Background: an optimization exercise with open tools, aiming at small area, a short achievable clock period and few clock cycles. Do not read the settings as production practice.
Function was checked by simulation only, so behaviour that the tests miss may differ from the original.

==> job 4068 <==
// muldiv_unit
module muldiv_unit(
    input  logic clk,
    input  logic rst_n,
    input                muldiv_start, 
    input [2:0]          muldiv_op, 
    input [32-1:0]    muldiv_a, 
    input [32-1:0]    muldiv_b, 
    input [1-1:0] muldiv_hart_id, 
    input [4:0]          muldiv_rd,
    output                muldiv_busy, 
    output                muldiv_done, 
    output [32-1:0]    muldiv_result, 
    output [1-1:0] muldiv_done_hart_id, 
    output [4:0]          muldiv_done_rd
);
==> flow/config.mk <==
export PLATFORM = sky130hd
export DESIGN_NAME = muldiv_unit
export DESIGN_NICKNAME = muldiv_unit
export VERILOG_FILES = /design/flow/design.v
export SDC_FILE = /design/flow/constraint.sdc
export NUM_CORES = 4
export LEC_CHECK = 0
export CAP_MARGIN = 20
export CORE_MARGIN = 2
export CORE_UTILIZATION = 25
export PLACE_DENSITY = 0.5
export SLEW_MARGIN = 20
==> flow/constraint.sdc <==
create_clock -name core_clock -period 11.0 [get_ports {clk}]
set_input_delay 2.2000 -clock core_clock [delete_from_list [all_inputs] [get_ports {clk}]]
set_output_delay 2.2000 -clock core_clock [all_outputs]
set_load 0.01 [all_outputs]
standard.sh (not shown) runs the stock make flow with config.mk's settings and CLKGATE_MAP_FILE= SYNTH_SCRIPT=/design/flow/synth_recipe.tcl, a recipe that flattens the netlist after the stock synthesis.
==> flow/flow/run.sh <==
#!/bin/bash
cp standard.sh standard.sh.txt
export SETUP_SLACK_MARGIN=7
bash standard.sh > standard.log 2>&1
==> job 1853 (differences from job 4068) <==
==> flow/design.v (replaced) <==
`timescale 1ns/1ps
module muldiv_unit(
    input  logic clk,
    input  logic rst_n,
    input                muldiv_start, 
    input [2:0]          muldiv_op, 
    input [32-1:0]    muldiv_a, 
    input [32-1:0]    muldiv_b, 
    input [1-1:0] muldiv_hart_id, 
    input [4:0]          muldiv_rd,
    output                muldiv_busy, 
    output                muldiv_done, 
    output [32-1:0]    muldiv_result, 
    output [1-1:0] muldiv_done_hart_id, 
    output [4:0]          muldiv_done_rd
);
    logic st_mul, st_div, st_sw1, st_sw2, st_fix1, st_fix2;
    logic busy_r, done_r;
    logic [32:0] x;       
    logic [36:0] h;       
    logic [35:0] l;       
    logic [5:0]  n;       
    logic        op_div, op_rem;
    logic        sa, sb;  
    logic        sel_rem, sel_mulh;
    logic [1-1:0]  tag_hid;
    logic [5-1:0] tag_rd;
    logic c0n, c1n;
    logic [36:0] y0;
    logic [34:0] y1m;
    wire [36:0] y1  = {y1m, c1n, c1n};
    wire [36:0] cs  = h ^ y0 ^ y1;
    wire [36:0] cc  = {((h[35:0] & y0[35:0]) | (h[35:0] & y1[35:0]) | (y0[35:0] & y1[35:0])), c1n};
    wire [36:0] s   = cs + cc + {36'd0, c0n};
    wire q   = ~s[36];
    wire xnz = |x[31:0];
    logic [31:0] sm;
    always_comb begin
        sm = x[32] ? ~x[31:0] : x[31:0];    
        sm = sm | (sm >> 1);
        sm = sm | (sm >> 2);
        sm = sm | (sm >> 4);
        sm = sm | (sm >> 8);
        sm = sm | (sm >> 16);
    end
    wire [31:0] lm = sm >> 1;    
    wire [47:0] v16 = {h[32:0], l[31:17]};
    wire [35:0] v4  = {h[32:0], l[31:29]};
    wire ok16 = (n >= 6'd16) && (!xnz || ((v16 & ~{16'd0, lm}) == 48'd0));
    wire ok4  = (n >= 6'd4)  && (!xnz || ((v4  & ~{4'd0,  lm}) == 36'd0));
    wire fill = !xnz;
    wire negres = op_rem ? sa : ((sa ^ sb) && xnz);
    wire last_div = ok16 ? (n == 6'd16) : ok4 ? (n == 6'd4) : (n == 6'd1);
    function automatic [2:0] bdec(input [2:0] b);    
        case (b)
            3'b001, 3'b010: bdec = 3'b100;
            3'b011:         bdec = 3'b010;
            3'b100:         bdec = 3'b011;
            3'b101, 3'b110: bdec = 3'b101;
            default:        bdec = 3'b000;
        endcase
    endfunction
    wire in_div  = muldiv_op[2];
    wire in_sa   = in_div & ~muldiv_op[0] & muldiv_a[31];
    wire in_sb   = in_div & ~muldiv_op[0] & muldiv_b[31];
    wire a_sext  = (muldiv_op == 3'd1) || (muldiv_op == 3'd3);
    wire b_sext  = (muldiv_op == 3'd1) || (in_div && !muldiv_op[0]);
    wire idle    = !busy_r;
    wire start   = idle && muldiv_start;
    wire mul_end = st_mul && (n == 6'd1);
    wire div_end = st_div && last_div;
    wire nx_mul  = (start && !in_div) || (st_mul && !mul_end);
    wire nx_sw1  = start && in_div && in_sa;
    wire nx_sw2  = st_sw1;
    wire nx_div  = (start && in_div && !in_sa) || st_sw2 ||
                   (st_div && !last_div);
    wire nx_fix1 = div_end && negres;
    wire nx_fix2 = st_fix1;
    wire nx_done = mul_end || (div_end && !negres) || st_fix2;
    always_ff @(posedge clk or negedge rst_n) begin
        if (!rst_n) begin
            st_mul <= 1'b0; st_div <= 1'b0; st_sw1 <= 1'b0; st_sw2 <= 1'b0;
            st_fix1 <= 1'b0; st_fix2 <= 1'b0;
            busy_r <= 1'b0;
            done_r <= 1'b0;
        end else begin
            st_mul  <= nx_mul;
            st_div  <= nx_div;
            st_sw1  <= nx_sw1;
            st_sw2  <= nx_sw2;
            st_fix1 <= nx_fix1;
            st_fix2 <= nx_fix2;
            busy_r  <= nx_mul | nx_div | nx_sw1 | nx_sw2 | nx_fix1 | nx_fix2;
            done_r  <= nx_done;
        end
    end
    logic [32:0] x_nx;
    always_comb begin
        if (idle)                     x_nx = {b_sext & muldiv_b[31], muldiv_b};
        else if (st_sw1 || st_sw2)    x_nx = {st_sw2 & sb & l[31], l[31:0]};
        else if (st_fix1)             x_nx = {1'b0, (op_rem ? h[32:1] : l[31:0])};
        else                          x_nx = x;
    end
    logic [2:0] d0_nx, d1_nx;
    always_comb begin
        if (idle) begin
            d0_nx = in_div ? {2'b10, ~in_sa & ~in_sb} : bdec({muldiv_a[1:0], 1'b0});
            d1_nx = in_div ? 3'b000 : bdec(muldiv_a[3:1]);
        end else if (st_mul) begin
            d0_nx = bdec(l[5:3]);
            d1_nx = bdec(l[7:5]);
        end else begin
            d0_nx = {2'b10, (st_sw1 || st_fix1) ? 1'b1 : ~sb};
            d1_nx = 3'b000;
        end
    end
    wire [36:0] xn37 = {{4{x_nx[32]}}, x_nx};
    always_ff @(posedge clk) begin
        x   <= x_nx;
        c0n <= d0_nx[0];
        c1n <= d1_nx[0];
        y0  <= (({37{d0_nx[2]}} & xn37) | ({37{d0_nx[1]}} & {xn37[35:0], 1'b0})) ^ {37{d0_nx[0]}};
        y1m <= (({35{d1_nx[2]}} & xn37[34:0]) | ({35{d1_nx[1]}} & {xn37[33:0], 1'b0})) ^ {35{d1_nx[0]}};
    end
    always_ff @(posedge clk) begin
        if (idle) begin
            l        <= {{4{a_sext & muldiv_a[31]}}, muldiv_a};
            h        <= 37'd0;
            n        <= in_div ? 6'd33 : 6'd9;
            op_div   <= in_div;
            op_rem   <= muldiv_op[1];
            sa       <= in_sa;
            sb       <= in_sb;
            sel_rem  <= in_div & muldiv_op[1];
            sel_mulh <= ~in_div & (muldiv_op[1:0] != 2'b00);
            tag_hid  <= muldiv_hart_id;
            tag_rd   <= muldiv_rd;
        end else begin
            if (st_mul) begin
                h <= {{4{s[36]}}, s[36:4]};
                l <= {s[3:0], l[35:4]};
                n <= n - 6'd1;
            end
            if (st_sw1 || st_sw2) begin
                l <= {4'd0, s[31:0]};
                h <= 37'd0;
            end
            if (st_div) begin
                if (ok16) begin
                    h <= {4'd0, h[16:0], l[31:16]};
                    l <= {l[19:0], {16{fill}}};
                    n <= n - 6'd16;
                end else if (ok4) begin
                    h <= {4'd0, h[28:0], l[31:28]};
                    l <= {l[31:0], {4{fill}}};
                    n <= n - 6'd4;
                end else begin
                    h <= {4'd0, (q ? s[31:0] : h[31:0]), l[31]};
                    l <= {l[34:0], q};
                    n <= n - 6'd1;
                end
            end
            if (st_fix1) begin
                h <= 37'd0;
                l <= {4'd0, s[31:0]};
            end
            if (st_fix2) begin
                h       <= 37'd0;
                l       <= {4'd0, s[31:0]};
                sel_rem <= 1'b0;
            end
        end
    end
    assign muldiv_busy         = busy_r;
    assign muldiv_done         = done_r;
    assign muldiv_result       = sel_rem  ? h[32:1] :
                                 sel_mulh ? {h[27:0], l[35:32]} :
                                 l[31:0];
    assign muldiv_done_hart_id = tag_hid;
    assign muldiv_done_rd      = tag_rd;
endmodule
==> flow/flow/run.sh (replaced) <==
#!/bin/bash
cp standard.sh standard.sh.txt
export SETUP_SLACK_MARGIN=6.5
bash standard.sh > standard.log 2>&1
==> flow/config.mk (replaced) <==
export PLATFORM = sky130hd
export DESIGN_NAME = muldiv_unit
export DESIGN_NICKNAME = muldiv_unit
export VERILOG_FILES = /design/flow/design.v
export SDC_FILE = /design/flow/constraint.sdc
export NUM_CORES = 4
export LEC_CHECK = 0
export CAP_MARGIN = 20
export CORE_MARGIN = 2
export CORE_UTILIZATION = 45
export PLACE_DENSITY = 0.65
export SLEW_MARGIN = 20
==> results by group <==
Status
  – Status: finished clean

Critical path
  – Worst path bufs/invs: 3

Yosys
  – Share of the synthesized area in the top cell type: 23.0%

Final layout
  – Leading cell type in the layout, fill and taps excluded: nand2_1

Drt
  – WL met2: 32.2 mm
(the above is from job 4068)
==> results by group <==
Status
  – Status: finished clean

Final layout
  – Largest Register: l

Yosys
  – Share of the synthesized area in the top cell type: 17.5%

Critical path
  – Worst path bufs/invs: 1

Drt
  – WL met2: 27.6 mm

Clocking
  – Clock slew at reported path FFs: 80 ps
(the above is from job 1853)
Testbench counts of job 4068, summed over its fixed seeds: cycles 114,349.
Testbench counts of job 1853, summed over its fixed seeds: cycles 120,341.

-- what the ideal ports hide --
In the flow no input, the clock included, has a driving cell. The finished layouts below were timed again as built, in two steps. Step 1, drivers: a clkbuf_16 drives clk and a buf_2 each remaining input, both assumed. Step 2 adds t to the input delays and takes it off the output delays; t is the mean of the earliest and latest rising clock arrival at the registers after step 1. Input paths then give back, and output paths get back, about the clock's delay inside the block. Three values: no drivers, after step 1, after step 2; two values: the first two.
run | t, ns | setup WS [ns] | worst hold slack (ns) | worst setup path at the end
job 4068 | 0.617 | 6.689 / 6.689 / 6.531 | 0.473 / 0.473 / 0.473 | input to register
job 1853 | 0.528 | 6.511 / 6.456 / 6.159 | 0.514 / 0.514 / 0.514 | input to register
After both steps setup and hold are still met in every run listed. For job 1853, which loses most, drivers alone change the setup slack by -0.055 ns; drivers and shift together by -0.352 ns.
